Source: an optimization exercise on an open RTL-to-GDS flow (aim: small area). Production flows keep margins and buffers that such runs may drop.
In this exercise RTL edits were held to simulation tests only and were not proved equivalent to the original.
Power is estimated from default activity; no workload was simulated.

### design/flow/flow/run.sh
#!/bin/bash
# Layout flow: the standard ORFS flow, except that
#  - the cell modules of the RTL (mfa/mha adders, cx_a222oi selectors) are
#    mapped straight onto the sky130 cells (map.py), and Yosys's own
#    full-adder extraction is off (the design's adders are already explicit),
#  - ABC uses an area-oriented mapping script (abc.script), except for the
#    3a adder of the multiplier (module a3add), which is kept apart until
#    after mapping and mapped for delay (abc_a3.script),
#  - port buffers use the smallest buffer cell.
# Each tool's output goes to a log in this folder (make.log, orfs/logs/).
set -euo pipefail
W=$(pwd)
F=$W/flow
python3 $F/map.py $W/design.v $W/design_mapped.v
sed "s#^\(\s*\)log_cmd abc {\*}\$abc_args#\1log_cmd abc {*}[lreplace \$abc_args 1 1 $F/abc.script] $FLOW_TOP\n\1log_cmd abc {*}[lreplace \$abc_args 1 1 $F/abc_a3.script] a3add#" \
  $FLOW_HOME/scripts/synth.tcl > $W/flow_synth.tcl
grep -q "abc_a3.script" $W/flow_synth.tcl
sed "s#source \$::env(SCRIPTS_DIR)/synth.tcl#source $W/flow_synth.tcl#" $W/synth_recipe.tcl > $W/flow_synth_recipe.tcl
grep -q "flow_synth.tcl" $W/flow_synth_recipe.tcl
sed "s#^export VERILOG_FILES = .*#export VERILOG_FILES = $W/design_mapped.v#" $W/config.mk > $W/flow_config.mk
source $F/settings.sh
make -C $FLOW_HOME DESIGN_CONFIG=$W/flow_config.mk WORK_HOME=$W/orfs CLKGATE_MAP_FILE= \
  SYNTH_SCRIPT=$W/flow_synth_recipe.tcl ADDER_MAP_FILE= SYNTH_KEEP_MODULES=a3add \
  "${MAKE_ARGS[@]}" finish > $W/make.log 2>&1
: # left out here: write the final layout as DEF
### design/flow/flow/settings.sh
MAKE_ARGS=(CAP_MARGIN=20 CORE_MARGIN=2 CORE_UTILIZATION=40 SLEW_MARGIN=20
DONT_BUFFER_PORTS=1 PRE_GLOBAL_PLACE_TCL=$F/place_pre.tcl
"MIN_BUF_CELL_AND_PORTS=sky130_fd_sc_hd__buf_1 A X"
"GPL_TIMING_DRIVEN=0"
"CTS_BUF_LIST=sky130_fd_sc_hd__clkbuf_8"
"SYNTH_INSBUF=0"
"CELL_PAD_IN_SITES_DETAIL_PLACEMENT=1"
"CELL_PAD_IN_SITES_GLOBAL_PLACEMENT=1"
"SETUP_SLACK_MARGIN=-0.15"
)
### design/flow/flow/map.py
#!/usr/bin/env python3
# Replace the bodies of the cell modules (mfa, mha, cx_a222oi) with sky130 cells.
import re, sys
src = open(sys.argv[1]).read()
cells = {
    'mfa': "  sky130_fd_sc_hd__fa_1 u (.A(a), .B(b), .CIN(c), .SUM(s), .COUT(co));\n",
    'mha': "  sky130_fd_sc_hd__ha_1 u (.A(a), .B(b), .SUM(s), .COUT(co));\n",
    'cx_a222oi': "  sky130_fd_sc_hd__a222oi_1 u (.A1(a1), .A2(a2), .B1(b1), .B2(b2), .C1(c1), .C2(c2), .Y(y));\n",
}
def rep(m):
    name, ports = m.group(1), m.group(2)
    if name in cells:
        return f"module {name}({ports});\n{cells[name]}endmodule"
    return m.group(0)
out = re.sub(r"module\s+(\w+)\s*\(([^;]*?)\);(.*?)endmodule", rep, src, flags=re.S)
open(sys.argv[2], 'w').write(out)
### design/flow/flow/abc_a3.script
strash
dch
map -D 1200
topo
stime -c
### design/flow/constraint.sdc
create_clock -name core_clock -period 10.0 [get_ports {clk}]
set_input_delay 2.0000 -clock core_clock [delete_from_list [all_inputs] [get_ports {clk}]]
set_output_delay 2.0000 -clock core_clock [all_outputs]
set_load 0.01 [all_outputs]
### design/flow/flow/place_pre.tcl
# Buffer every input and output port (as the standard flow does), with a
# buffer cell sized for each side: inputs drive many loads, outputs one pin.
buffer_ports -inputs -buffer_cell sky130_fd_sc_hd__buf_1
buffer_ports -outputs -buffer_cell sky130_fd_sc_hd__buf_1
### design/flow/design.v
module inc_cond_mppt (
    input wire clk,
    input wire reset,
    input wire start,
    input wire [15:0] voltage_in,
    input wire [15:0] current_in,
    output wire [15:0] duty_cycle,
    output reg mpp_found,
    output wire [15:0] power_out
);
    reg [7:0] duty_hi;    
    reg       duty_mid;   
    reg       duty_lo;    
    assign duty_cycle = {2'b00, duty_hi, {5{duty_mid}}, duty_lo};
    reg calc, upd;
    reg [15:0] v_prev, i_prev;
    always @(posedge clk) begin
        v_prev <= voltage_in;
        i_prev <= current_in;
    end
    wire [15:0] i_same = ~(current_in ^ i_prev);
    wire [15:0] v_same = ~(voltage_in ^ v_prev);
    wire i_eq = &i_same;
    wire [16:0] ic, vc;
    assign ic[0] = 1'b1;
    assign vc[0] = 1'b1;
    genvar q;
    generate for (q = 0; q < 16; q = q + 1) begin : g_cmp
        if (q % 2 == 0) begin : g_even
            assign ic[q+1] = ~(i_same[q] ? ic[q] : current_in[q]);
            assign vc[q+1] = ~(v_same[q] ? vc[q] : voltage_in[q]);
        end else begin : g_odd
            assign ic[q+1] = ~(i_same[q] ? ic[q] : i_prev[q]);
            assign vc[q+1] = ~(v_same[q] ? vc[q] : v_prev[q]);
        end
    end endgenerate
    wire i_ge = ic[16];
    wire v_ge = vc[16];
    wire up = ~(i_ge ^ v_ge);
    wire step = calc & ~i_eq;
    wire [7:0] m = ~(duty_hi ^ {8{up}});
    wire [8:0] t;
    assign t[0] = 1'b1;
    genvar k;
    generate for (k = 0; k < 8; k = k + 1) begin : g_t
        assign t[k+1] = t[k] & m[k];
    end endgenerate
    wire sat = t[8];                        
    wire lo_zero = (duty_hi == 8'd1) & ~duty_lo;  
    wire set_l = sat | (~up & lo_zero);
    always @(posedge clk or posedge reset) begin
        if (reset) begin
            calc <= 1'b0;
            upd <= 1'b0;
            duty_hi <= 8'h80;
            duty_mid <= 1'b0;
            duty_lo <= 1'b0;
            mpp_found <= 1'b0;
        end else begin
            calc <= ~calc & ~upd & start;
            upd <= calc;
            if (calc)
                mpp_found <= i_eq;
            if (step & ~sat)
                duty_hi <= duty_hi ^ t[7:0];
            if (step & set_l) begin
                duty_mid <= up;
                duty_lo <= 1'b1;
            end
        end
    end
    mul24 u_mul (.a(voltage_in), .b(current_in), .p(power_out));
endmodule
module mfa(input a, input b, input c, output s, output co);
  assign {co, s} = a + b + c;
endmodule
module cx_a222oi(input a1, input a2, input b1, input b2, input c1, input c2, output y);
  assign y = ~((a1 & a2) | (b1 & b2) | (c1 & c2));
endmodule
module a3add(input [15:0] a, output [17:0] y);
  wire [16:1] tg, tp;
  assign y[0] = a[0];
  assign tg[1] = a[1] & a[0];
  assign tp[1] = a[1] ^ a[0];
  assign tg[2] = a[2] & a[1];
  assign tp[2] = a[2] ^ a[1];
  assign tg[3] = a[3] & a[2];
  assign tp[3] = a[3] ^ a[2];
  assign tg[4] = a[4] & a[3];
  assign tp[4] = a[4] ^ a[3];
  assign tg[5] = a[5] & a[4];
  assign tp[5] = a[5] ^ a[4];
  assign tg[6] = a[6] & a[5];
  assign tp[6] = a[6] ^ a[5];
  assign tg[7] = a[7] & a[6];
  assign tp[7] = a[7] ^ a[6];
  assign tg[8] = a[8] & a[7];
  assign tp[8] = a[8] ^ a[7];
  assign tg[9] = a[9] & a[8];
  assign tp[9] = a[9] ^ a[8];
  assign tg[10] = a[10] & a[9];
  assign tp[10] = a[10] ^ a[9];
  assign tg[11] = a[11] & a[10];
  assign tp[11] = a[11] ^ a[10];
  assign tg[12] = a[12] & a[11];
  assign tp[12] = a[12] ^ a[11];
  assign tg[13] = a[13] & a[12];
  assign tp[13] = a[13] ^ a[12];
  assign tg[14] = a[14] & a[13];
  assign tp[14] = a[14] ^ a[13];
  assign tg[15] = a[15] & a[14];
  assign tp[15] = a[15] ^ a[14];
  assign tg[16] = 1'b0 & a[15];
  assign tp[16] = 1'b0 ^ a[15];
  wire tg_1 = tg[2] | (tp[2] & tg[1]);
  wire tp_1 = tp[2] & tp[1];
  wire tg_2 = tg[4] | (tp[4] & tg[3]);
  wire tp_2 = tp[4] & tp[3];
  wire tg_3 = tg[6] | (tp[6] & tg[5]);
  wire tp_3 = tp[6] & tp[5];
  wire tg_4 = tg[8] | (tp[8] & tg[7]);
  wire tp_4 = tp[8] & tp[7];
  wire tg_5 = tg[10] | (tp[10] & tg[9]);
  wire tp_5 = tp[10] & tp[9];
  wire tg_6 = tg[12] | (tp[12] & tg[11]);
  wire tp_6 = tp[12] & tp[11];
  wire tg_7 = tg[14] | (tp[14] & tg[13]);
  wire tp_7 = tp[14] & tp[13];
  wire tg_8 = tg[16] | (tp[16] & tg[15]);
  wire tp_8 = tp[16] & tp[15];
  wire tg_9 = tg_2 | (tp_2 & tg_1);
  wire tp_9 = tp_2 & tp_1;
  wire tg_10 = tg_4 | (tp_4 & tg_3);
  wire tp_10 = tp_4 & tp_3;
  wire tg_11 = tg_6 | (tp_6 & tg_5);
  wire tp_11 = tp_6 & tp_5;
  wire tg_12 = tg_8 | (tp_8 & tg_7);
  wire tp_12 = tp_8 & tp_7;
  wire tg_13 = tg_10 | (tp_10 & tg_9);
  wire tp_13 = tp_10 & tp_9;
  wire tg_14 = tg_12 | (tp_12 & tg_11);
  wire tp_14 = tp_12 & tp_11;
  wire tg_15 = tg_14 | (tp_14 & tg_13);
  wire tp_15 = tp_14 & tp_13;
  wire tg_16 = tg_11 | (tp_11 & tg_13);
  wire tp_16 = tp_11 & tp_13;
  wire tg_17 = tg_3 | (tp_3 & tg_9);
  wire tp_17 = tp_3 & tp_9;
  wire tg_18 = tg_5 | (tp_5 & tg_13);
  wire tp_18 = tp_5 & tp_13;
  wire tg_19 = tg_7 | (tp_7 & tg_16);
  wire tp_19 = tp_7 & tp_16;
  wire tg_20 = tg[3] | (tp[3] & tg_1);
  wire tp_20 = tp[3] & tp_1;
  wire tg_21 = tg[5] | (tp[5] & tg_9);
  wire tp_21 = tp[5] & tp_9;
  wire tg_22 = tg[7] | (tp[7] & tg_17);
  wire tp_22 = tp[7] & tp_17;
  wire tg_23 = tg[9] | (tp[9] & tg_13);
  wire tp_23 = tp[9] & tp_13;
  wire tg_24 = tg[11] | (tp[11] & tg_18);
  wire tp_24 = tp[11] & tp_18;
  wire tg_25 = tg[13] | (tp[13] & tg_16);
  wire tp_25 = tp[13] & tp_16;
  wire tg_26 = tg[15] | (tp[15] & tg_19);
  wire tp_26 = tp[15] & tp_19;
  assign y[1] = tp[1] ^ 1'b0;
  assign y[2] = tp[2] ^ tg[1];
  assign y[3] = tp[3] ^ tg_1;
  assign y[4] = tp[4] ^ tg_20;
  assign y[5] = tp[5] ^ tg_9;
  assign y[6] = tp[6] ^ tg_21;
  assign y[7] = tp[7] ^ tg_17;
  assign y[8] = tp[8] ^ tg_22;
  assign y[9] = tp[9] ^ tg_13;
  assign y[10] = tp[10] ^ tg_23;
  assign y[11] = tp[11] ^ tg_18;
  assign y[12] = tp[12] ^ tg_24;
  assign y[13] = tp[13] ^ tg_16;
  assign y[14] = tp[14] ^ tg_25;
  assign y[15] = tp[15] ^ tg_19;
  assign y[16] = tp[16] ^ tg_26;
  assign y[17] = tg_15;
endmodule
module mha(input a, input b, output s, output co);
  assign {co, s} = a + b;
endmodule
module mul24(input [15:0] a, input [15:0] b, output [15:0] p);
  wire [17:0] a3;
  a3add u_a3 (.a(a), .y(a3));
  wire [7:0] sl1, sl2, sl3;
  genvar gk;
  generate for (gk = 0; gk < 8; gk = gk + 1) begin : g_dec
    assign sl1[gk] = b[2*gk] & ~b[2*gk+1];
    assign sl2[gk] = ~b[2*gk] & b[2*gk+1];
    assign sl3[gk] = b[2*gk] & b[2*gk+1];
  end endgenerate
  wire bp0_0 = ~((sl1[0] & a[0]) | (sl3[0] & a3[0]));
  wire bp0_1;
  cx_a222oi sbp0_1 (.a1(sl1[0]), .a2(a[1]), .b1(sl2[0]), .b2(a[0]), .c1(sl3[0]), .c2(a3[1]), .y(bp0_1));
  wire bp0_2;
  cx_a222oi sbp0_2 (.a1(sl1[0]), .a2(a[2]), .b1(sl2[0]), .b2(a[1]), .c1(sl3[0]), .c2(a3[2]), .y(bp0_2));
  wire bp0_3;
  cx_a222oi sbp0_3 (.a1(sl1[0]), .a2(a[3]), .b1(sl2[0]), .b2(a[2]), .c1(sl3[0]), .c2(a3[3]), .y(bp0_3));
  wire bp0_4;
  cx_a222oi sbp0_4 (.a1(sl1[0]), .a2(a[4]), .b1(sl2[0]), .b2(a[3]), .c1(sl3[0]), .c2(a3[4]), .y(bp0_4));
  wire bp0_5;
  cx_a222oi sbp0_5 (.a1(sl1[0]), .a2(a[5]), .b1(sl2[0]), .b2(a[4]), .c1(sl3[0]), .c2(a3[5]), .y(bp0_5));
  wire bp0_6;
  cx_a222oi sbp0_6 (.a1(sl1[0]), .a2(a[6]), .b1(sl2[0]), .b2(a[5]), .c1(sl3[0]), .c2(a3[6]), .y(bp0_6));
  wire bp0_7;
  cx_a222oi sbp0_7 (.a1(sl1[0]), .a2(a[7]), .b1(sl2[0]), .b2(a[6]), .c1(sl3[0]), .c2(a3[7]), .y(bp0_7));
  wire bp0_8;
  cx_a222oi sbp0_8 (.a1(sl1[0]), .a2(a[8]), .b1(sl2[0]), .b2(a[7]), .c1(sl3[0]), .c2(a3[8]), .y(bp0_8));
  wire bp0_9;
  cx_a222oi sbp0_9 (.a1(sl1[0]), .a2(a[9]), .b1(sl2[0]), .b2(a[8]), .c1(sl3[0]), .c2(a3[9]), .y(bp0_9));
  wire bp0_10;
  cx_a222oi sbp0_10 (.a1(sl1[0]), .a2(a[10]), .b1(sl2[0]), .b2(a[9]), .c1(sl3[0]), .c2(a3[10]), .y(bp0_10));
  wire bp0_11;
  cx_a222oi sbp0_11 (.a1(sl1[0]), .a2(a[11]), .b1(sl2[0]), .b2(a[10]), .c1(sl3[0]), .c2(a3[11]), .y(bp0_11));
  wire bp0_12;
  cx_a222oi sbp0_12 (.a1(sl1[0]), .a2(a[12]), .b1(sl2[0]), .b2(a[11]), .c1(sl3[0]), .c2(a3[12]), .y(bp0_12));
  wire bp0_13;
  cx_a222oi sbp0_13 (.a1(sl1[0]), .a2(a[13]), .b1(sl2[0]), .b2(a[12]), .c1(sl3[0]), .c2(a3[13]), .y(bp0_13));
  wire bp0_14;
  cx_a222oi sbp0_14 (.a1(sl1[0]), .a2(a[14]), .b1(sl2[0]), .b2(a[13]), .c1(sl3[0]), .c2(a3[14]), .y(bp0_14));
  wire bp0_15;
  cx_a222oi sbp0_15 (.a1(sl1[0]), .a2(a[15]), .b1(sl2[0]), .b2(a[14]), .c1(sl3[0]), .c2(a3[15]), .y(bp0_15));
  wire bp0_16 = ~((sl2[0] & a[15]) | (sl3[0] & a3[16]));
  wire bp0_17 = ~((sl3[0] & a3[17]));
  wire bp1_0 = ~((sl1[1] & a[0]) | (sl3[1] & a3[0]));
  wire bp1_1;
  cx_a222oi sbp1_1 (.a1(sl1[1]), .a2(a[1]), .b1(sl2[1]), .b2(a[0]), .c1(sl3[1]), .c2(a3[1]), .y(bp1_1));
  wire bp1_2;
  cx_a222oi sbp1_2 (.a1(sl1[1]), .a2(a[2]), .b1(sl2[1]), .b2(a[1]), .c1(sl3[1]), .c2(a3[2]), .y(bp1_2));
  wire bp1_3;
  cx_a222oi sbp1_3 (.a1(sl1[1]), .a2(a[3]), .b1(sl2[1]), .b2(a[2]), .c1(sl3[1]), .c2(a3[3]), .y(bp1_3));
  wire bp1_4;
  cx_a222oi sbp1_4 (.a1(sl1[1]), .a2(a[4]), .b1(sl2[1]), .b2(a[3]), .c1(sl3[1]), .c2(a3[4]), .y(bp1_4));
  wire bp1_5;
  cx_a222oi sbp1_5 (.a1(sl1[1]), .a2(a[5]), .b1(sl2[1]), .b2(a[4]), .c1(sl3[1]), .c2(a3[5]), .y(bp1_5));
  wire bp1_6;
  cx_a222oi sbp1_6 (.a1(sl1[1]), .a2(a[6]), .b1(sl2[1]), .b2(a[5]), .c1(sl3[1]), .c2(a3[6]), .y(bp1_6));
  wire bp1_7;
  cx_a222oi sbp1_7 (.a1(sl1[1]), .a2(a[7]), .b1(sl2[1]), .b2(a[6]), .c1(sl3[1]), .c2(a3[7]), .y(bp1_7));
  wire bp1_8;
  cx_a222oi sbp1_8 (.a1(sl1[1]), .a2(a[8]), .b1(sl2[1]), .b2(a[7]), .c1(sl3[1]), .c2(a3[8]), .y(bp1_8));
  wire bp1_9;
  cx_a222oi sbp1_9 (.a1(sl1[1]), .a2(a[9]), .b1(sl2[1]), .b2(a[8]), .c1(sl3[1]), .c2(a3[9]), .y(bp1_9));
  wire bp1_10;
  cx_a222oi sbp1_10 (.a1(sl1[1]), .a2(a[10]), .b1(sl2[1]), .b2(a[9]), .c1(sl3[1]), .c2(a3[10]), .y(bp1_10));
  wire bp1_11;
  cx_a222oi sbp1_11 (.a1(sl1[1]), .a2(a[11]), .b1(sl2[1]), .b2(a[10]), .c1(sl3[1]), .c2(a3[11]), .y(bp1_11));
  wire bp1_12;
  cx_a222oi sbp1_12 (.a1(sl1[1]), .a2(a[12]), .b1(sl2[1]), .b2(a[11]), .c1(sl3[1]), .c2(a3[12]), .y(bp1_12));
  wire bp1_13;
  cx_a222oi sbp1_13 (.a1(sl1[1]), .a2(a[13]), .b1(sl2[1]), .b2(a[12]), .c1(sl3[1]), .c2(a3[13]), .y(bp1_13));
  wire bp1_14;
  cx_a222oi sbp1_14 (.a1(sl1[1]), .a2(a[14]), .b1(sl2[1]), .b2(a[13]), .c1(sl3[1]), .c2(a3[14]), .y(bp1_14));
  wire bp1_15;
  cx_a222oi sbp1_15 (.a1(sl1[1]), .a2(a[15]), .b1(sl2[1]), .b2(a[14]), .c1(sl3[1]), .c2(a3[15]), .y(bp1_15));
  wire bp1_16 = ~((sl2[1] & a[15]) | (sl3[1] & a3[16]));
  wire bp1_17 = ~((sl3[1] & a3[17]));
  wire bp2_0 = ~((sl1[2] & a[0]) | (sl3[2] & a3[0]));
  wire bp2_1;
  cx_a222oi sbp2_1 (.a1(sl1[2]), .a2(a[1]), .b1(sl2[2]), .b2(a[0]), .c1(sl3[2]), .c2(a3[1]), .y(bp2_1));
  wire bp2_2;
  cx_a222oi sbp2_2 (.a1(sl1[2]), .a2(a[2]), .b1(sl2[2]), .b2(a[1]), .c1(sl3[2]), .c2(a3[2]), .y(bp2_2));
  wire bp2_3;
  cx_a222oi sbp2_3 (.a1(sl1[2]), .a2(a[3]), .b1(sl2[2]), .b2(a[2]), .c1(sl3[2]), .c2(a3[3]), .y(bp2_3));
  wire bp2_4;
  cx_a222oi sbp2_4 (.a1(sl1[2]), .a2(a[4]), .b1(sl2[2]), .b2(a[3]), .c1(sl3[2]), .c2(a3[4]), .y(bp2_4));
  wire bp2_5;
  cx_a222oi sbp2_5 (.a1(sl1[2]), .a2(a[5]), .b1(sl2[2]), .b2(a[4]), .c1(sl3[2]), .c2(a3[5]), .y(bp2_5));
  wire bp2_6;
  cx_a222oi sbp2_6 (.a1(sl1[2]), .a2(a[6]), .b1(sl2[2]), .b2(a[5]), .c1(sl3[2]), .c2(a3[6]), .y(bp2_6));
  wire bp2_7;
  cx_a222oi sbp2_7 (.a1(sl1[2]), .a2(a[7]), .b1(sl2[2]), .b2(a[6]), .c1(sl3[2]), .c2(a3[7]), .y(bp2_7));
  wire bp2_8;
  cx_a222oi sbp2_8 (.a1(sl1[2]), .a2(a[8]), .b1(sl2[2]), .b2(a[7]), .c1(sl3[2]), .c2(a3[8]), .y(bp2_8));
  wire bp2_9;
  cx_a222oi sbp2_9 (.a1(sl1[2]), .a2(a[9]), .b1(sl2[2]), .b2(a[8]), .c1(sl3[2]), .c2(a3[9]), .y(bp2_9));
  wire bp2_10;
  cx_a222oi sbp2_10 (.a1(sl1[2]), .a2(a[10]), .b1(sl2[2]), .b2(a[9]), .c1(sl3[2]), .c2(a3[10]), .y(bp2_10));
  wire bp2_11;
  cx_a222oi sbp2_11 (.a1(sl1[2]), .a2(a[11]), .b1(sl2[2]), .b2(a[10]), .c1(sl3[2]), .c2(a3[11]), .y(bp2_11));
  wire bp2_12;
  cx_a222oi sbp2_12 (.a1(sl1[2]), .a2(a[12]), .b1(sl2[2]), .b2(a[11]), .c1(sl3[2]), .c2(a3[12]), .y(bp2_12));
  wire bp2_13;
  cx_a222oi sbp2_13 (.a1(sl1[2]), .a2(a[13]), .b1(sl2[2]), .b2(a[12]), .c1(sl3[2]), .c2(a3[13]), .y(bp2_13));
  wire bp2_14;
  cx_a222oi sbp2_14 (.a1(sl1[2]), .a2(a[14]), .b1(sl2[2]), .b2(a[13]), .c1(sl3[2]), .c2(a3[14]), .y(bp2_14));
  wire bp2_15;
  cx_a222oi sbp2_15 (.a1(sl1[2]), .a2(a[15]), .b1(sl2[2]), .b2(a[14]), .c1(sl3[2]), .c2(a3[15]), .y(bp2_15));
  wire bp2_16 = ~((sl2[2] & a[15]) | (sl3[2] & a3[16]));
  wire bp2_17 = ~((sl3[2] & a3[17]));
  wire bp3_0 = ~((sl1[3] & a[0]) | (sl3[3] & a3[0]));
  wire bp3_1;
  cx_a222oi sbp3_1 (.a1(sl1[3]), .a2(a[1]), .b1(sl2[3]), .b2(a[0]), .c1(sl3[3]), .c2(a3[1]), .y(bp3_1));
  wire bp3_2;
  cx_a222oi sbp3_2 (.a1(sl1[3]), .a2(a[2]), .b1(sl2[3]), .b2(a[1]), .c1(sl3[3]), .c2(a3[2]), .y(bp3_2));
  wire bp3_3;
  cx_a222oi sbp3_3 (.a1(sl1[3]), .a2(a[3]), .b1(sl2[3]), .b2(a[2]), .c1(sl3[3]), .c2(a3[3]), .y(bp3_3));
  wire bp3_4;
  cx_a222oi sbp3_4 (.a1(sl1[3]), .a2(a[4]), .b1(sl2[3]), .b2(a[3]), .c1(sl3[3]), .c2(a3[4]), .y(bp3_4));
  wire bp3_5;
  cx_a222oi sbp3_5 (.a1(sl1[3]), .a2(a[5]), .b1(sl2[3]), .b2(a[4]), .c1(sl3[3]), .c2(a3[5]), .y(bp3_5));
  wire bp3_6;
  cx_a222oi sbp3_6 (.a1(sl1[3]), .a2(a[6]), .b1(sl2[3]), .b2(a[5]), .c1(sl3[3]), .c2(a3[6]), .y(bp3_6));
  wire bp3_7;
  cx_a222oi sbp3_7 (.a1(sl1[3]), .a2(a[7]), .b1(sl2[3]), .b2(a[6]), .c1(sl3[3]), .c2(a3[7]), .y(bp3_7));
  wire bp3_8;
  cx_a222oi sbp3_8 (.a1(sl1[3]), .a2(a[8]), .b1(sl2[3]), .b2(a[7]), .c1(sl3[3]), .c2(a3[8]), .y(bp3_8));
  wire bp3_9;
  cx_a222oi sbp3_9 (.a1(sl1[3]), .a2(a[9]), .b1(sl2[3]), .b2(a[8]), .c1(sl3[3]), .c2(a3[9]), .y(bp3_9));
  wire bp3_10;
  cx_a222oi sbp3_10 (.a1(sl1[3]), .a2(a[10]), .b1(sl2[3]), .b2(a[9]), .c1(sl3[3]), .c2(a3[10]), .y(bp3_10));
  wire bp3_11;
  cx_a222oi sbp3_11 (.a1(sl1[3]), .a2(a[11]), .b1(sl2[3]), .b2(a[10]), .c1(sl3[3]), .c2(a3[11]), .y(bp3_11));
  wire bp3_12;
  cx_a222oi sbp3_12 (.a1(sl1[3]), .a2(a[12]), .b1(sl2[3]), .b2(a[11]), .c1(sl3[3]), .c2(a3[12]), .y(bp3_12));
  wire bp3_13;
  cx_a222oi sbp3_13 (.a1(sl1[3]), .a2(a[13]), .b1(sl2[3]), .b2(a[12]), .c1(sl3[3]), .c2(a3[13]), .y(bp3_13));
  wire bp3_14;
  cx_a222oi sbp3_14 (.a1(sl1[3]), .a2(a[14]), .b1(sl2[3]), .b2(a[13]), .c1(sl3[3]), .c2(a3[14]), .y(bp3_14));
  wire bp3_15;
  cx_a222oi sbp3_15 (.a1(sl1[3]), .a2(a[15]), .b1(sl2[3]), .b2(a[14]), .c1(sl3[3]), .c2(a3[15]), .y(bp3_15));
  wire bp3_16 = ~((sl2[3] & a[15]) | (sl3[3] & a3[16]));
  wire bp3_17 = ~((sl3[3] & a3[17]));
  wire bp4_0 = ~((sl1[4] & a[0]) | (sl3[4] & a3[0]));
  wire bp4_1;
  cx_a222oi sbp4_1 (.a1(sl1[4]), .a2(a[1]), .b1(sl2[4]), .b2(a[0]), .c1(sl3[4]), .c2(a3[1]), .y(bp4_1));
  wire bp4_2;
  cx_a222oi sbp4_2 (.a1(sl1[4]), .a2(a[2]), .b1(sl2[4]), .b2(a[1]), .c1(sl3[4]), .c2(a3[2]), .y(bp4_2));
  wire bp4_3;
  cx_a222oi sbp4_3 (.a1(sl1[4]), .a2(a[3]), .b1(sl2[4]), .b2(a[2]), .c1(sl3[4]), .c2(a3[3]), .y(bp4_3));
  wire bp4_4;
  cx_a222oi sbp4_4 (.a1(sl1[4]), .a2(a[4]), .b1(sl2[4]), .b2(a[3]), .c1(sl3[4]), .c2(a3[4]), .y(bp4_4));
  wire bp4_5;
  cx_a222oi sbp4_5 (.a1(sl1[4]), .a2(a[5]), .b1(sl2[4]), .b2(a[4]), .c1(sl3[4]), .c2(a3[5]), .y(bp4_5));
  wire bp4_6;
  cx_a222oi sbp4_6 (.a1(sl1[4]), .a2(a[6]), .b1(sl2[4]), .b2(a[5]), .c1(sl3[4]), .c2(a3[6]), .y(bp4_6));
  wire bp4_7;
  cx_a222oi sbp4_7 (.a1(sl1[4]), .a2(a[7]), .b1(sl2[4]), .b2(a[6]), .c1(sl3[4]), .c2(a3[7]), .y(bp4_7));
  wire bp4_8;
  cx_a222oi sbp4_8 (.a1(sl1[4]), .a2(a[8]), .b1(sl2[4]), .b2(a[7]), .c1(sl3[4]), .c2(a3[8]), .y(bp4_8));
  wire bp4_9;
  cx_a222oi sbp4_9 (.a1(sl1[4]), .a2(a[9]), .b1(sl2[4]), .b2(a[8]), .c1(sl3[4]), .c2(a3[9]), .y(bp4_9));
  wire bp4_10;
  cx_a222oi sbp4_10 (.a1(sl1[4]), .a2(a[10]), .b1(sl2[4]), .b2(a[9]), .c1(sl3[4]), .c2(a3[10]), .y(bp4_10));
  wire bp4_11;
  cx_a222oi sbp4_11 (.a1(sl1[4]), .a2(a[11]), .b1(sl2[4]), .b2(a[10]), .c1(sl3[4]), .c2(a3[11]), .y(bp4_11));
  wire bp4_12;
  cx_a222oi sbp4_12 (.a1(sl1[4]), .a2(a[12]), .b1(sl2[4]), .b2(a[11]), .c1(sl3[4]), .c2(a3[12]), .y(bp4_12));
  wire bp4_13;
  cx_a222oi sbp4_13 (.a1(sl1[4]), .a2(a[13]), .b1(sl2[4]), .b2(a[12]), .c1(sl3[4]), .c2(a3[13]), .y(bp4_13));
  wire bp4_14;
  cx_a222oi sbp4_14 (.a1(sl1[4]), .a2(a[14]), .b1(sl2[4]), .b2(a[13]), .c1(sl3[4]), .c2(a3[14]), .y(bp4_14));
  wire bp4_15;
  cx_a222oi sbp4_15 (.a1(sl1[4]), .a2(a[15]), .b1(sl2[4]), .b2(a[14]), .c1(sl3[4]), .c2(a3[15]), .y(bp4_15));
  wire bp5_0 = ~((sl1[5] & a[0]) | (sl3[5] & a3[0]));
  wire bp5_1;
  cx_a222oi sbp5_1 (.a1(sl1[5]), .a2(a[1]), .b1(sl2[5]), .b2(a[0]), .c1(sl3[5]), .c2(a3[1]), .y(bp5_1));
  wire bp5_2;
  cx_a222oi sbp5_2 (.a1(sl1[5]), .a2(a[2]), .b1(sl2[5]), .b2(a[1]), .c1(sl3[5]), .c2(a3[2]), .y(bp5_2));
  wire bp5_3;
  cx_a222oi sbp5_3 (.a1(sl1[5]), .a2(a[3]), .b1(sl2[5]), .b2(a[2]), .c1(sl3[5]), .c2(a3[3]), .y(bp5_3));
  wire bp5_4;
  cx_a222oi sbp5_4 (.a1(sl1[5]), .a2(a[4]), .b1(sl2[5]), .b2(a[3]), .c1(sl3[5]), .c2(a3[4]), .y(bp5_4));
  wire bp5_5;
  cx_a222oi sbp5_5 (.a1(sl1[5]), .a2(a[5]), .b1(sl2[5]), .b2(a[4]), .c1(sl3[5]), .c2(a3[5]), .y(bp5_5));
  wire bp5_6;
  cx_a222oi sbp5_6 (.a1(sl1[5]), .a2(a[6]), .b1(sl2[5]), .b2(a[5]), .c1(sl3[5]), .c2(a3[6]), .y(bp5_6));
  wire bp5_7;
  cx_a222oi sbp5_7 (.a1(sl1[5]), .a2(a[7]), .b1(sl2[5]), .b2(a[6]), .c1(sl3[5]), .c2(a3[7]), .y(bp5_7));
  wire bp5_8;
  cx_a222oi sbp5_8 (.a1(sl1[5]), .a2(a[8]), .b1(sl2[5]), .b2(a[7]), .c1(sl3[5]), .c2(a3[8]), .y(bp5_8));
  wire bp5_9;
  cx_a222oi sbp5_9 (.a1(sl1[5]), .a2(a[9]), .b1(sl2[5]), .b2(a[8]), .c1(sl3[5]), .c2(a3[9]), .y(bp5_9));
  wire bp5_10;
  cx_a222oi sbp5_10 (.a1(sl1[5]), .a2(a[10]), .b1(sl2[5]), .b2(a[9]), .c1(sl3[5]), .c2(a3[10]), .y(bp5_10));
  wire bp5_11;
  cx_a222oi sbp5_11 (.a1(sl1[5]), .a2(a[11]), .b1(sl2[5]), .b2(a[10]), .c1(sl3[5]), .c2(a3[11]), .y(bp5_11));
  wire bp5_12;
  cx_a222oi sbp5_12 (.a1(sl1[5]), .a2(a[12]), .b1(sl2[5]), .b2(a[11]), .c1(sl3[5]), .c2(a3[12]), .y(bp5_12));
  wire bp5_13;
  cx_a222oi sbp5_13 (.a1(sl1[5]), .a2(a[13]), .b1(sl2[5]), .b2(a[12]), .c1(sl3[5]), .c2(a3[13]), .y(bp5_13));
  wire bp6_0 = ~((sl1[6] & a[0]) | (sl3[6] & a3[0]));
  wire bp6_1;
  cx_a222oi sbp6_1 (.a1(sl1[6]), .a2(a[1]), .b1(sl2[6]), .b2(a[0]), .c1(sl3[6]), .c2(a3[1]), .y(bp6_1));
  wire bp6_2;
  cx_a222oi sbp6_2 (.a1(sl1[6]), .a2(a[2]), .b1(sl2[6]), .b2(a[1]), .c1(sl3[6]), .c2(a3[2]), .y(bp6_2));
  wire bp6_3;
  cx_a222oi sbp6_3 (.a1(sl1[6]), .a2(a[3]), .b1(sl2[6]), .b2(a[2]), .c1(sl3[6]), .c2(a3[3]), .y(bp6_3));
  wire bp6_4;
  cx_a222oi sbp6_4 (.a1(sl1[6]), .a2(a[4]), .b1(sl2[6]), .b2(a[3]), .c1(sl3[6]), .c2(a3[4]), .y(bp6_4));
  wire bp6_5;
  cx_a222oi sbp6_5 (.a1(sl1[6]), .a2(a[5]), .b1(sl2[6]), .b2(a[4]), .c1(sl3[6]), .c2(a3[5]), .y(bp6_5));
  wire bp6_6;
  cx_a222oi sbp6_6 (.a1(sl1[6]), .a2(a[6]), .b1(sl2[6]), .b2(a[5]), .c1(sl3[6]), .c2(a3[6]), .y(bp6_6));
  wire bp6_7;
  cx_a222oi sbp6_7 (.a1(sl1[6]), .a2(a[7]), .b1(sl2[6]), .b2(a[6]), .c1(sl3[6]), .c2(a3[7]), .y(bp6_7));
  wire bp6_8;
  cx_a222oi sbp6_8 (.a1(sl1[6]), .a2(a[8]), .b1(sl2[6]), .b2(a[7]), .c1(sl3[6]), .c2(a3[8]), .y(bp6_8));
  wire bp6_9;
  cx_a222oi sbp6_9 (.a1(sl1[6]), .a2(a[9]), .b1(sl2[6]), .b2(a[8]), .c1(sl3[6]), .c2(a3[9]), .y(bp6_9));
  wire bp6_10;
  cx_a222oi sbp6_10 (.a1(sl1[6]), .a2(a[10]), .b1(sl2[6]), .b2(a[9]), .c1(sl3[6]), .c2(a3[10]), .y(bp6_10));
  wire bp6_11;
  cx_a222oi sbp6_11 (.a1(sl1[6]), .a2(a[11]), .b1(sl2[6]), .b2(a[10]), .c1(sl3[6]), .c2(a3[11]), .y(bp6_11));
  wire bp7_0 = ~((sl1[7] & a[0]) | (sl3[7] & a3[0]));
  wire bp7_1;
  cx_a222oi sbp7_1 (.a1(sl1[7]), .a2(a[1]), .b1(sl2[7]), .b2(a[0]), .c1(sl3[7]), .c2(a3[1]), .y(bp7_1));
  wire bp7_2;
  cx_a222oi sbp7_2 (.a1(sl1[7]), .a2(a[2]), .b1(sl2[7]), .b2(a[1]), .c1(sl3[7]), .c2(a3[2]), .y(bp7_2));
  wire bp7_3;
  cx_a222oi sbp7_3 (.a1(sl1[7]), .a2(a[3]), .b1(sl2[7]), .b2(a[2]), .c1(sl3[7]), .c2(a3[3]), .y(bp7_3));
  wire bp7_4;
  cx_a222oi sbp7_4 (.a1(sl1[7]), .a2(a[4]), .b1(sl2[7]), .b2(a[3]), .c1(sl3[7]), .c2(a3[4]), .y(bp7_4));
  wire bp7_5;
  cx_a222oi sbp7_5 (.a1(sl1[7]), .a2(a[5]), .b1(sl2[7]), .b2(a[4]), .c1(sl3[7]), .c2(a3[5]), .y(bp7_5));
  wire bp7_6;
  cx_a222oi sbp7_6 (.a1(sl1[7]), .a2(a[6]), .b1(sl2[7]), .b2(a[5]), .c1(sl3[7]), .c2(a3[6]), .y(bp7_6));
  wire bp7_7;
  cx_a222oi sbp7_7 (.a1(sl1[7]), .a2(a[7]), .b1(sl2[7]), .b2(a[6]), .c1(sl3[7]), .c2(a3[7]), .y(bp7_7));
  wire bp7_8;
  cx_a222oi sbp7_8 (.a1(sl1[7]), .a2(a[8]), .b1(sl2[7]), .b2(a[7]), .c1(sl3[7]), .c2(a3[8]), .y(bp7_8));
  wire bp7_9;
  cx_a222oi sbp7_9 (.a1(sl1[7]), .a2(a[9]), .b1(sl2[7]), .b2(a[8]), .c1(sl3[7]), .c2(a3[9]), .y(bp7_9));
  wire s1, c2;
  mfa f2 (.a(bp2_0), .b(bp1_2), .c(bp0_4), .s(s1), .co(c2));
  wire s3, c4;
  mfa f4 (.a(bp2_1), .b(bp1_3), .c(bp0_5), .s(s3), .co(c4));
  wire s5, c6;
  mfa f6 (.a(bp3_0), .b(bp2_2), .c(bp1_4), .s(s5), .co(c6));
  wire s7, c8;
  mfa f8 (.a(bp0_6), .b(c4), .c(s5), .s(s7), .co(c8));
  wire s9, c10;
  mfa f10 (.a(bp3_1), .b(bp2_3), .c(bp1_5), .s(s9), .co(c10));
  wire s11, c12;
  mfa f12 (.a(bp0_7), .b(c6), .c(s9), .s(s11), .co(c12));
  wire s13, c14;
  mfa f14 (.a(bp4_0), .b(bp3_2), .c(bp2_4), .s(s13), .co(c14));
  wire s15, c16;
  mfa f16 (.a(bp1_6), .b(bp0_8), .c(c10), .s(s15), .co(c16));
  wire s17, c18;
  mfa f18 (.a(s13), .b(c12), .c(s15), .s(s17), .co(c18));
  wire s19, c20;
  mfa f20 (.a(bp4_1), .b(bp3_3), .c(bp2_5), .s(s19), .co(c20));
  wire s21, c22;
  mfa f22 (.a(bp1_7), .b(bp0_9), .c(c14), .s(s21), .co(c22));
  wire s23, c24;
  mfa f24 (.a(s19), .b(c16), .c(s21), .s(s23), .co(c24));
  wire s25, c26;
  mfa f26 (.a(bp5_0), .b(bp4_2), .c(bp3_4), .s(s25), .co(c26));
  wire s27, c28;
  mfa f28 (.a(bp2_6), .b(bp1_8), .c(bp0_10), .s(s27), .co(c28));
  wire s29, c30;
  mfa f30 (.a(c20), .b(s25), .c(s27), .s(s29), .co(c30));
  wire s31, c32;
  mfa f32 (.a(c22), .b(s29), .c(c24), .s(s31), .co(c32));
  wire s33, c34;
  mfa f34 (.a(bp5_1), .b(bp4_3), .c(bp3_5), .s(s33), .co(c34));
  wire s35, c36;
  mfa f36 (.a(bp2_7), .b(bp1_9), .c(bp0_11), .s(s35), .co(c36));
  wire s37, c38;
  mfa f38 (.a(c26), .b(s33), .c(c28), .s(s37), .co(c38));
  wire s39, c40;
  mfa f40 (.a(s35), .b(c30), .c(s37), .s(s39), .co(c40));
  wire s41, c42;
  mfa f42 (.a(bp6_0), .b(bp5_2), .c(bp4_4), .s(s41), .co(c42));
  wire s43, c44;
  mfa f44 (.a(bp3_6), .b(bp2_8), .c(bp1_10), .s(s43), .co(c44));
  wire s45, c46;
  mfa f46 (.a(bp0_12), .b(c34), .c(s41), .s(s45), .co(c46));
  wire s47, c48;
  mfa f48 (.a(c36), .b(s43), .c(s45), .s(s47), .co(c48));
  wire s49, c50;
  mfa f50 (.a(c38), .b(s47), .c(c40), .s(s49), .co(c50));
  wire s51, c52;
  mfa f52 (.a(bp6_1), .b(bp5_3), .c(bp4_5), .s(s51), .co(c52));
  wire s53, c54;
  mfa f54 (.a(bp3_7), .b(bp2_9), .c(bp1_11), .s(s53), .co(c54));
  wire s55, c56;
  mfa f56 (.a(bp0_13), .b(c42), .c(s51), .s(s55), .co(c56));
  wire s57, c58;
  mfa f58 (.a(c44), .b(s53), .c(c46), .s(s57), .co(c58));
  wire s59, c60;
  mfa f60 (.a(s55), .b(s57), .c(c48), .s(s59), .co(c60));
  wire s61, c62;
  mfa f62 (.a(bp7_0), .b(bp6_2), .c(bp5_4), .s(s61), .co(c62));
  wire s63, c64;
  mfa f64 (.a(bp4_6), .b(bp3_8), .c(bp2_10), .s(s63), .co(c64));
  wire s65, c66;
  mfa f66 (.a(bp1_12), .b(bp0_14), .c(c52), .s(s65), .co(c66));
  wire s67, c68;
  mfa f68 (.a(s61), .b(c54), .c(s63), .s(s67), .co(c68));
  wire s69, c70;
  mfa f70 (.a(c56), .b(s65), .c(s67), .s(s69), .co(c70));
  wire s71, c72;
  mfa f72 (.a(c58), .b(s69), .c(c60), .s(s71), .co(c72));
  wire s73, c74;
  mfa f74 (.a(bp7_1), .b(bp6_3), .c(bp5_5), .s(s73), .co(c74));
  wire s75, c76;
  mfa f76 (.a(bp4_7), .b(bp3_9), .c(bp2_11), .s(s75), .co(c76));
  wire s77, c78;
  mfa f78 (.a(bp1_13), .b(bp0_15), .c(c62), .s(s77), .co(c78));
  wire s79, c80;
  mfa f80 (.a(s73), .b(c64), .c(s75), .s(s79), .co(c80));
  wire s81, c82;
  mfa f82 (.a(c66), .b(s77), .c(c68), .s(s81), .co(c82));
  wire s83, c84;
  mfa f84 (.a(s79), .b(c70), .c(s81), .s(s83), .co(c84));
  wire s85, c86;
  mfa f86 (.a(bp7_2), .b(bp6_4), .c(bp5_6), .s(s85), .co(c86));
  wire s87, c88;
  mfa f88 (.a(bp4_8), .b(bp3_10), .c(bp2_12), .s(s87), .co(c88));
  wire s89, c90;
  mfa f90 (.a(bp1_14), .b(bp0_16), .c(c74), .s(s89), .co(c90));
  wire s91, c92;
  mfa f92 (.a(s85), .b(c76), .c(s87), .s(s91), .co(c92));
  wire s93, c94;
  mfa f94 (.a(c78), .b(s89), .c(c80), .s(s93), .co(c94));
  wire s95, c96;
  mfa f96 (.a(s91), .b(c82), .c(s93), .s(s95), .co(c96));
  wire s97, c98;
  mfa f98 (.a(bp7_3), .b(bp6_5), .c(bp5_7), .s(s97), .co(c98));
  wire s99, c100;
  mfa f100 (.a(bp4_9), .b(bp3_11), .c(bp2_13), .s(s99), .co(c100));
  wire s101, c102;
  mfa f102 (.a(bp1_15), .b(bp0_17), .c(c86), .s(s101), .co(c102));
  wire s103, c104;
  mfa f104 (.a(s97), .b(c88), .c(s99), .s(s103), .co(c104));
  wire s105, c106;
  mfa f106 (.a(c90), .b(s101), .c(c92), .s(s105), .co(c106));
  wire s107, c108;
  mfa f108 (.a(s103), .b(c94), .c(s105), .s(s107), .co(c108));
  wire s109, c110;
  mfa f110 (.a(bp7_4), .b(bp6_6), .c(bp5_8), .s(s109), .co(c110));
  wire s111, c112;
  mfa f112 (.a(bp4_10), .b(bp3_12), .c(bp2_14), .s(s111), .co(c112));
  wire s113, c114;
  mfa f114 (.a(bp1_16), .b(c98), .c(s109), .s(s113), .co(c114));
  wire s115, c116;
  mfa f116 (.a(c100), .b(s111), .c(c102), .s(s115), .co(c116));
  wire s117, c118;
  mfa f118 (.a(s113), .b(c104), .c(s115), .s(s117), .co(c118));
  wire s119, c120;
  mfa f120 (.a(c106), .b(s117), .c(c108), .s(s119), .co(c120));
  wire s121, c122;
  mfa f122 (.a(bp7_5), .b(bp6_7), .c(bp5_9), .s(s121), .co(c122));
  wire s123, c124;
  mfa f124 (.a(bp4_11), .b(bp3_13), .c(bp2_15), .s(s123), .co(c124));
  wire s125, c126;
  mfa f126 (.a(bp1_17), .b(c110), .c(s121), .s(s125), .co(c126));
  wire s127, c128;
  mfa f128 (.a(c112), .b(s123), .c(c114), .s(s127), .co(c128));
  wire s129, c130;
  mfa f130 (.a(s125), .b(c116), .c(s127), .s(s129), .co(c130));
  wire s131, c132;
  mfa f132 (.a(c118), .b(s129), .c(c120), .s(s131), .co(c132));
  wire s133, c134;
  mfa f134 (.a(bp7_6), .b(bp6_8), .c(bp5_10), .s(s133), .co(c134));
  wire s135, c136;
  mfa f136 (.a(bp4_12), .b(bp3_14), .c(bp2_16), .s(s135), .co(c136));
  wire s137, c138;
  mfa f138 (.a(c122), .b(s133), .c(c124), .s(s137), .co(c138));
  wire s139, c140;
  mfa f140 (.a(s135), .b(c126), .c(s137), .s(s139), .co(c140));
  wire s141, c142;
  mfa f142 (.a(c128), .b(s139), .c(c130), .s(s141), .co(c142));
  wire s143, c144;
  mfa f144 (.a(bp7_7), .b(bp6_9), .c(bp5_11), .s(s143), .co(c144));
  wire s145, c146;
  mfa f146 (.a(bp4_13), .b(bp3_15), .c(bp2_17), .s(s145), .co(c146));
  wire s147, c148;
  mfa f148 (.a(c134), .b(s143), .c(c136), .s(s147), .co(c148));
  wire s149, c150;
  mfa f150 (.a(s145), .b(c138), .c(s147), .s(s149), .co(c150));
  wire s151, c152;
  mfa f152 (.a(c140), .b(s149), .c(c142), .s(s151), .co(c152));
  wire s153, c154;
  mfa f154 (.a(bp7_8), .b(bp6_10), .c(bp5_12), .s(s153), .co(c154));
  wire s155, c156;
  mfa f156 (.a(bp4_14), .b(bp3_16), .c(c144), .s(s155), .co(c156));
  wire s157, c158;
  mfa f158 (.a(s153), .b(c146), .c(s155), .s(s157), .co(c158));
  wire s159, c160;
  mfa f160 (.a(c148), .b(s157), .c(c150), .s(s159), .co(c160));
  wire x161 = (bp3_17 ^ bp4_15 ^ bp5_13 ^ bp6_11 ^ bp7_9 ^ c154 ^ c156 ^ c158 ^ c160);
  wire [23:0] rx = {x161, s159, s151, s141, s131, s119, c96, c84, s83, s71, s59, s49, s39, s31, c18, s17, c8, s7, c2, s1, bp1_1, bp1_0, bp0_1, bp0_0};
  wire [23:0] ry = {1'b1, c152, 1'b1, c132, 1'b1, 1'b1, s107, s95, c72, 1'b1, c50, 1'b1, c32, 1'b1, s23, 1'b1, s11, 1'b1, s3, 1'b1, bp0_3, bp0_2, 1'b1, 1'b1};
  wire [23:0] g0 = rx & ry;
  wire [23:0] p0 = rx ^ ry;
  wire pg162 = g0[0] | (p0[0] & 1'b1);
  wire pg164 = g0[2] | (p0[2] & g0[1]);
  wire pp165 = p0[2] & p0[1];
  wire pg166 = g0[4] | (p0[4] & g0[3]);
  wire pp167 = p0[4] & p0[3];
  wire pg168 = g0[6] | (p0[6] & g0[5]);
  wire pp169 = p0[6] & p0[5];
  wire pg170 = g0[8] | (p0[8] & g0[7]);
  wire pp171 = p0[8] & p0[7];
  wire pg172 = g0[10] | (p0[10] & g0[9]);
  wire pp173 = p0[10] & p0[9];
  wire pg174 = g0[12] | (p0[12] & g0[11]);
  wire pp175 = p0[12] & p0[11];
  wire pg176 = g0[14] | (p0[14] & g0[13]);
  wire pp177 = p0[14] & p0[13];
  wire pg178 = g0[16] | (p0[16] & g0[15]);
  wire pp179 = p0[16] & p0[15];
  wire pg180 = g0[18] | (p0[18] & g0[17]);
  wire pp181 = p0[18] & p0[17];
  wire pg182 = g0[20] | (p0[20] & g0[19]);
  wire pp183 = p0[20] & p0[19];
  wire pg184 = g0[22] | (p0[22] & g0[21]);
  wire pp185 = p0[22] & p0[21];
  wire pg186 = g0[1] | (p0[1] & pg162);
  wire pg188 = pg164 | (pp165 & pg162);
  wire pg190 = g0[5] | (p0[5] & pg166);
  wire pp191 = p0[5] & pp167;
  wire pg192 = pg168 | (pp169 & pg166);
  wire pp193 = pp169 & pp167;
  wire pg194 = g0[9] | (p0[9] & pg170);
  wire pp195 = p0[9] & pp171;
  wire pg196 = pg172 | (pp173 & pg170);
  wire pp197 = pp173 & pp171;
  wire pg198 = g0[13] | (p0[13] & pg174);
  wire pp199 = p0[13] & pp175;
  wire pg200 = pg176 | (pp177 & pg174);
  wire pp201 = pp177 & pp175;
  wire pg202 = g0[17] | (p0[17] & pg178);
  wire pp203 = p0[17] & pp179;
  wire pg204 = pg180 | (pp181 & pg178);
  wire pp205 = pp181 & pp179;
  wire pg206 = g0[21] | (p0[21] & pg182);
  wire pp207 = p0[21] & pp183;
  wire pg208 = pg184 | (pp185 & pg182);
  wire pp209 = pp185 & pp183;
  wire pg210 = g0[3] | (p0[3] & pg188);
  wire pg212 = pg166 | (pp167 & pg188);
  wire pg214 = pg190 | (pp191 & pg188);
  wire pg216 = pg192 | (pp193 & pg188);
  wire pg218 = g0[11] | (p0[11] & pg196);
  wire pp219 = p0[11] & pp197;
  wire pg220 = pg174 | (pp175 & pg196);
  wire pp221 = pp175 & pp197;
  wire pg222 = pg198 | (pp199 & pg196);
  wire pp223 = pp199 & pp197;
  wire pg224 = pg200 | (pp201 & pg196);
  wire pp225 = pp201 & pp197;
  wire pg226 = g0[19] | (p0[19] & pg204);
  wire pp227 = p0[19] & pp205;
  wire pg228 = pg182 | (pp183 & pg204);
  wire pp229 = pp183 & pp205;
  wire pg230 = pg206 | (pp207 & pg204);
  wire pp231 = pp207 & pp205;
  wire pg232 = pg208 | (pp209 & pg204);
  wire pp233 = pp209 & pp205;
  wire pg234 = g0[7] | (p0[7] & pg216);
  wire pg236 = pg170 | (pp171 & pg216);
  wire pg238 = pg194 | (pp195 & pg216);
  wire pg240 = pg196 | (pp197 & pg216);
  wire pg242 = pg218 | (pp219 & pg216);
  wire pg244 = pg220 | (pp221 & pg216);
  wire pg246 = pg222 | (pp223 & pg216);
  wire pg248 = pg224 | (pp225 & pg216);
  wire pg250 = g0[23] | (p0[23] & pg232);
  wire pp251 = p0[23] & pp233;
  wire pg252 = g0[15] | (p0[15] & pg248);
  wire pg254 = pg178 | (pp179 & pg248);
  wire pg256 = pg202 | (pp203 & pg248);
  wire pg258 = pg204 | (pp205 & pg248);
  wire pg260 = pg226 | (pp227 & pg248);
  wire pg262 = pg228 | (pp229 & pg248);
  wire pg264 = pg230 | (pp231 & pg248);
  wire pg266 = pg232 | (pp233 & pg248);
  wire pg268 = pg250 | (pp251 & pg248);
  wire [15:0] hc = {pg266, pg264, pg262, pg260, pg258, pg256, pg254, pg252, pg248, pg246, pg244, pg242, pg240, pg238, pg236, pg234};
  assign p = ~(p0[23:8] ^ hc);
endmodule
### design/flow/config.mk
export PLATFORM = sky130hd
export DESIGN_NAME = inc_cond_mppt
export DESIGN_NICKNAME = inc_cond_mppt
export VERILOG_FILES = /design/flow/design.v
export SDC_FILE = /design/flow/constraint.sdc
export NUM_CORES = 4
export LEC_CHECK = 0
export CAP_MARGIN = 20
export CORE_MARGIN = 2
export CORE_UTILIZATION = 40
export SLEW_MARGIN = 20
### design/flow/standard.sh
#!/bin/bash
# synth_recipe.tcl (not shown) runs the flow's synth.tcl, then flattens the netlist and writes it again
# the make line also repeats each setting of config.mk as NAME=value (left out here)
make -C /OpenROAD-flow-scripts/flow DESIGN_CONFIG=/design/flow/config.mk WORK_HOME=/design/flow/orfs CLKGATE_MAP_FILE= SYNTH_SCRIPT=/design/flow/synth_recipe.tcl "${@:-finish}"
### design/flow/flow/abc.script
strash
dch
map -a
topo
stime -c
==> flow_metrics.tcl, run 1 <==
set metrics [dict create \
    met1_usage 0.382 \
    finClkSkew_ps 13.0 \
    drive_above_1_share 0.111 \
    final_cells 881 \
    cts_sinks 45 \
    dieArea_mm2 0.0151 \
    vdd_drop_max_uv 431 \
    grt-busiest-layer "met2" \
    htree_levels 2 \
    ys_seq_elements 45 \
    grt_pass1_vias 6184 \
    drt_iter0_markers 1171 \
    async_reset_ff_frac 0.289 \
    drt_wl_total_um 20600 \
    cts_tree "done" \
    cts_inserted_buffers 5 \
    drc 0 \
    via_count 5842 \
    core_area_mm2 0.0138 \
    clock.fmax_ghz 0.102 \
    clock-root-buffer "clkbuf_8" \
    dpl_cell_area_mm2 0.00619 \
    place_inst 869 \
    p_per_area_mw_per_mm2 333 \
    p_comb_frac 0.838 \
    ctsLongestPathBuffers 2 \
    fin_util 0.472 \
    grt_use_met3 0.0576 \
    viasPerCell 6.63 \
    setup_viol 0 \
    antenna_found_initial 0 \
    synthFlopType "dfxtp_1" \
    portBuffers 65 \
    syn_area_mm2 0.00564 \
    grt_start_max_net_pins 27 \
    rows 43 \
    die_y_um 123 \
    status "complete, no violations" \
    hold_viol_final 0 \
    die_w_um 123 \
    p_switching_uw 1180 \
    ys_seq_area_frac 0.171 \
    nets 815 \
    finalMaxSlewViolations 0 \
    post-route-period-util 0.978 \
    path_clk_slew_ps 90 \
    worstSetupPathType "in -> out" \
    grt_pass1_wl_um 33000 \
    grt.met2_usage 0.459 \
    hold_ws_ps 412 \
    drv_cap 0 \
    initial_core_util 0.408 \
    internal-power_uw 990 \
    fin_crit_ps 9780 \
    synth_cell_types 34 \
    holdBufCountCts 0 \
    grt-ovfl-total 0 \
    synth-edff-count 0 \
    place_congestion 0.850 \
    synth.area.top_cells "fa_1 (28%), a222oi_1 (19%), dfxtp_1 (11%), nor2_1 (6.2%), dfrtp_1 (5.3%)" \
    synthCells 619 \
    clockPowerShare 0.054 \
    sequentialPowerShare 0.108 \
    yosys_warnings 1 \
    num_antenna_cells 0 \
    crit_required_ps 8000 \
    p_sw_frac 0.544 \
    drtPass1Iterations 10 \
    synth_common_cells "a222oi_1 (107), nor2_1 (93), fa_1 (80), clkinv_1 (74), nand2_1 (53)" \
    maxSlewHeadroom 0.278 \
    netlist.area_leader.share 0.284 \
    synthMostInstantiatedCell "a222oi_1" \
    wl_per_cell_um 23.4 \
    synth_top_area_cell "fa_1" \
    crit_arrival_ps 7780 \
    clock_latency_ps 300 \
    hpwl_um 15000 \
    drtAntennaViolNets 0 \
    crit_path_end_kind "output port" \
    synth.avg_cell_area_um2 9.12 \
    power.static_leakage_uw 0.00221 \
    hold_path.class "reg -> reg" \
    grtUsageTotal 0.282 \
    syn2layout_area_growth_pct 15.6 \
    critical_path.max_fanout 21 \
    tightest_slew_ps 1080 \
    critPathLaunchType "primary input" \
    fin_area_mm2 0.00653 \
    pin_count 68 \
]
routing by layer:
metal / share of wire / wire, µm / up-vias
met5: 0 / 0 / -
met4: 0.020 / 418 / 0
met3: 0.096 / 1980 / 38
met2: 0.47 / 9720 / 328
met1: 0.41 / 8510 / 2913
li1: - / - / 2563
worst max-delay path, cell delays in order:
cell and delay [ps]:
buf_2 410, clkinv_1 180, nor2_1 250, nor2_1 140, a21oi_1 260, xor2_2 140, a222oi_1 370, fa_1 510
fa_1 410, fa_1 480, and2_2 240, nor3_2 250, nor3_1 90, nor3_1 210, nor2_1 110, clkinv_1 60
nor2_2 40, or3_2 450, a31oi_2 270, a21oi_2 120, clkinv_1 90, nor2_4 50, a31oi_1 250, nor2_1 90
xnor2_1 140, buf_1 170
per-stage QoR:
stage	setup WS [ps]	TNS [ps]	total power, µW
after floorplan	908	0	1460
after global placement	-1120	-6280	1930
after detailed placement	-1330	-7860	1970
after CTS	-150	-347	2140
after global routing	-153	-344	2420
final	220	0	2170
repair_timing:
| item | CTS | global route |
|---|---|---|
| endpoints found under the hold margin | 0 | 0 |
| resized for setup | 58 | 32 |
| setup buffers | 2 | 2 |
| endpoints found under the setup margin | 9 | 6 |
| pin swaps | 2 | 3 |
cell families (layout without fill, tap and decap cells):
logic type	after synthesis	after routing	share of synthesized area
buffers and inverters	74	155	0.0492
AND/OR/NAND/NOR	182	182	0.135
adder cells (fa/ha/maj)	81	81	0.286
other	1	2	0.000664
multiplexers	1	1	0.00199
flip-flops	45	45	0.171
AO/OA/AOI/OAI	186	186	0.280
XOR/XNOR	49	49	0.0760
path summary, 6_finish.rpt:
kind / slack (ps) / from / to / depth (start not counted)
max reg2reg: 5140 / v_prev[2]$_DFF_P_ / duty_hi[2]$_DFFE_PP0P_ / 26
min reg2reg: 410 / upd$_DFF_PP0_ / calc$_DFF_PP0_ / 1
max: 220 / voltage_in[9] / power_out[14] / 26
min in group asynchronous: 1620 / reset / duty_mid$_DFFE_PP0P_ / 2
min: 410 / upd$_DFF_PP0_ / calc$_DFF_PP0_ / 1
max in group asynchronous: 8080 / reset / duty_hi[7]$_DFFE_PP1P_ / 2
final cells by class:
class                   count  area, µm²
inverters                  74        278
well taps                 180        225
clock buffers               5       68.8
repair buffers             73        380
multi-input cells         501       4590
flip-flops and latches     45        967
clock inverters             3       20.0
fillers                  1638       7300
power groups by stage:
stage | sequential (µW) | combinational (µW) | clock, µW
after floorplan | 245 | 1220 | 0
after CTS | 234 | 1780 | 121
final | 234 | 1820 | 118
after global routing | 239 | 2060 | 129
after global placement | 236 | 1700 | 0
after detailed placement | 238 | 1740 | 0
state kept, by name, summed over array words and instances, names as in the netlist:
register,count
upd,1
duty_hi,8
duty_lo,1
i_prev,16
calc,1
duty_mid,1
mpp_found,1
v_prev,16
placed cells by master (no fill, tap or decap), drive strengths merged, types with 2 or more instances in the layout:
cell    synthesis  layout
nor2           93      93
xnor2          21      21
a221oi          3       3
buf             0      70
conb            1       2
or2             5       5
nor4            7       7
fa             80      80
nand3           8       8
clkbuf          0       8
xor2           28      28
a22oi          19      19
a21oi          17      17
and2            5       5
nand2          53      53
o22ai           8       8
o221ai          4       4
nand4           2       2
clkinv         74      75
o21ai          16      16
a211oi          2       2
nor3            7       7
dfxtp          32      32
dfrtp          12      12
a31oi           5       5
a222oi        107     107
inv             0       2
modules after synthesis (local to each module, per instance):
module | cells | flops+latches
a3add | 97 | 0
inc_cond_mppt | 522 | 45
==> run 2, diff against run 1 <==
==> design/flow/flow/abc.script (replaced) <==
strash
dch -f
map -a
strash
dch -f
map -a
topo
stime -c
==> run 2 against run 1 <==
Global-route usage is 0.19 points lower. First-iteration DRC count is 11% lower. Still clean on timing, DRC and antenna. Highest routed layer unchanged. Fmax is 0.61% lower.
==> flow_metrics.tcl, run 2 <==
set metrics [dict create \
    pin_count 68 \
    clockPowerShare 0.050 \
    crit_arrival_ps 7840 \
    grt_pass1_wl_um 32500 \
    clock_latency_ps 310 \
    power.static_leakage_uw 0.00222 \
    tightest_slew_ps 1200 \
    die_y_um 123 \
    synthFlopType "dfxtp_1" \
    finClkSkew_ps 13.9 \
    hold_ws_ps 413 \
    rows 43 \
    synthMostInstantiatedCell "a222oi_1" \
    cp_top_family "adder cells" \
    wl_per_cell_um 23.2 \
    synth_cell_types 35 \
    htree_levels 2 \
    status "complete, no violations" \
    grt-busiest-layer "met2" \
    crit_path_end_kind "output port" \
    mostFrequentLayoutCell "a222oi_1" \
    drt_iter0_markers 1037 \
    crit_top_cell "fa_1" \
    critical_path.max_fanout 20 \
    p_per_area_mw_per_mm2 343 \
    cts_tree "done" \
    grt-ovfl-total 0 \
    finalMaxSlewViolations 0 \
    path_cells "clkbuf_2, clkinv_1, nor2_1, nor2_1, nand2_1, nor4_1, a21oi_1, o21a_1, xnor2_1, a222oi_1, fa_1, fa_1, fa_1, fa_1, fa_1, clkinv_1, nand2_1, nor4_1, o21ai_0, nor2_1, xor2_1, buf_1" \
    internal-power_uw 974 \
    dieArea_mm2 0.0151 \
    die_w_um 123 \
    drt_wl_total_um 20600 \
    cp_slowest_cell "xnor2_1" \
    final_cell_mix "a222oi_1 (107), fa_1 (80), clkinv_1 (79)" \
    hold_viol_final 0 \
    viasPerCell 6.59 \
    drtPass1Iterations 14 \
    reg_top3 "i_prev x16, v_prev x16, duty_hi x8" \
    synth_common_cells "a222oi_1 (107), nor2_1 (91), fa_1 (80), clkinv_1 (79), nand2_1 (60)" \
    fin_crit_ps 9840 \
    drv_cap 0 \
    grt_use_met3 0.0374 \
    grt_pass1_vias 6016 \
    place_inst 873 \
    synthCells 624 \
    yosys_warnings 1 \
    syn2layout_area_growth_pct 15.6 \
    setup_viol 0 \
    hpwl_um 14900 \
    p_comb_frac 0.843 \
    pre_cts_ws_ps -1090 \
    cts_sinks 45 \
    final_cells 888 \
    drive_above_1_share 0.102 \
    synth-edff-count 0 \
    num_antenna_cells 0 \
    initial_core_util 0.409 \
    p_sw_frac 0.565 \
    drc 0 \
    clock.fmax_ghz 0.102 \
    async_reset_ff_frac 0.289 \
    clock-root-buffer "clkbuf_8" \
    synth.area.top_cells "fa_1 (28%), a222oi_1 (19%), dfxtp_1 (11%), nor2_1 (6.0%), xor2_1 (5.4%)" \
    hold_path.class "reg -> reg" \
    dpl_cell_area_mm2 0.00617 \
    grt_start_max_net_pins 27 \
    holdBufCountCts 0 \
    netlist.area_leader.share 0.283 \
    via_count 5856 \
    layout_setup_ws_ps 160 \
    nets 822 \
    ctsLongestPathBuffers 2 \
    maxSlewHeadroom 0.196 \
    totalPowerFinal_uw 2240 \
    fin_area_mm2 0.00654 \
    drtAntennaViolNets 0 \
    grtUsageTotal 0.280 \
    core_area_mm2 0.0138 \
    antenna_found_initial 0 \
    ys_seq_elements 45 \
    p_switching_uw 1270 \
    crit_buf_inv 4 \
    place_congestion 0.822 \
    ys_seq_area_frac 0.171 \
    grt.met2_usage 0.462 \
    worstSetupPathType "in -> out" \
    path_clk_slew_ps 90 \
    sequentialPowerShare 0.107 \
    crit_required_ps 8000 \
    met1_usage 0.379 \
    vdd_drop_max_uv 506 \
    syn_area_mm2 0.00565 \
    synth.avg_cell_area_um2 9.06 \
    portBuffers 65 \
    critPathLaunchType "primary input" \
    cts_inserted_buffers 5 \
    synth_top_area_cell "fa_1" \
    slowest_delay_ps 540 \
    post-route-period-util 0.984 \
]
## run 2: path summary, 6_finish.rpt
path	from	endpoint	slack, ps	cells after the start
max in group asynchronous	reset	duty_hi[7]$_DFFE_PP1P_	8080	2
max	voltage_in[10]	power_out[14]	160	22
min reg2reg	upd$_DFF_PP0_	calc$_DFF_PP0_	410	1
min in group asynchronous	reset	duty_hi[4]$_DFFE_PP0P_	1620	2
min	upd$_DFF_PP0_	calc$_DFF_PP0_	410	1
max reg2reg	v_prev[2]$_DFF_P_	duty_hi[5]$_DFFE_PP0P_	5570	25
## run 2: stage by stage
stage / setup TNS, ps / utilization
4_1_cts: -351 / 0.464
3_3_place_gp: -4760 / 0.443
5_1_grt: -688 / 0.473
6_report: 0 / 0.473
2_1_floorplan: 0 / -
3_5_place_dp: -5980 / 0.446
## run 2: per-module statistics from Yosys, one instance, submodules excluded
module	flops+latches	times used
a3add	0	1
inc_cond_mppt	45	1
## run 2: routing by layer
layer | routed length [µm] | share of wire | vias up
li1 | - | - | 2575
met1 | 8360 | 0.41 | 2897
met2 | 9860 | 0.48 | 341
met3 | 1800 | 0.087 | 43
met4 | 584 | 0.028 | 0
met5 | 0 | 0 | -
## run 2: cell type report
cell class,count,area [µm²]
Timing Repair Buffer,75,368
Tap cell,180,225
Sequential cell,45,967
Multi-Input combinational cell,501,4590
Clock inverter,3,18.8
Clock buffer,5,68.8
Fill cell,1658,7290
Inverter,79,297
## run 2: cell families (layout without fill, tap and decap cells)
kind of cell | Yosys count | in the layout | share of synthesized area
AO/OA/AOI/OAI | 196 | 196 | 0.292
AND/OR/NAND/NOR | 173 | 173 | 0.123
adder cells (fa/ha/maj) | 80 | 80 | 0.283
buffers and inverters | 79 | 162 | 0.0524
XOR/XNOR | 50 | 50 | 0.0775
flip-flops | 45 | 45 | 0.171
other | 1 | 2 | 0.000663
## run 2: power groups by stage
stage	Clock, µW	Sequential, µW	Combinational, µW
after detailed placement	0	244	1830
after global routing	125	245	2150
after floorplan	0	252	1260
final	113	240	1890
after CTS	118	239	1860
after global placement	0	241	1770
## run 2: repair_timing
item                       in CTS  in global routing
setup endpoints to repair       8                  7
hold endpoints to repair        0                  0
gates resized for setup        46                 46
buffers inserted                2                  5
pin swaps                       1                  5
gates cloned                    0                  0
## run 2: worst reg2reg max path, cell delays in order (launching register included)
cell	delay, ps
dfxtp_1	320
clkinv_1	70
nand2_1	50
o21ai_0	70
o221ai_1	150
o221ai_1	140
a221oi_1	290
o221ai_1	170
a221oi_1	510
o21ai_0	170
o221ai_1	110
a221o_2	180
o21ai_0	90
or2_2	280
nand2_1	230
nor2_1	130
a21oi_1	180
a21oi_1	100
nand2_1	110
clkinv_1	80
nand2_1	80
clkinv_1	110
o211ai_1	140
nand2_1	230
nor3_1	220
xor2_1	160

[re-timing with driven ports]
The results above use ideal ports. As a check the final layouts listed here were re-extracted and re-timed, cells and wires unchanged. Step 1 assumes that a clkbuf_16 drives the clock port and a buf_2 every other input. Step 2 adds t to the input delays and takes it off the output delays; t is the mean of the earliest and latest rising clock arrival at the registers after step 1. Input paths then give back, and output paths get back, about the clock's delay inside the block. Slacks: ideal / step 1 / step 2; pairs: ideal / step 1.
| run | t (ns) | slack for setup (ns) | clock arrival spread, ns | slew at the worst register clock pin (ns) | cell pins on the clock port's net |
|---|---|---|---|---|---|
| run 1 | 0.331 | 0.220 / 0.194 / 0.194 | 0.015 / 0.014 | 0.10 / 0.10 | 1 |
| run 2 | 0.333 | 0.160 / 0.138 / 0.138 | 0.016 / 0.016 | 0.09 / 0.09 | 1 |
After both steps every run listed still meets setup and hold. For run 1, which loses most, drivers alone change the setup slack by -0.026 ns; drivers and shift together by -0.026 ns.
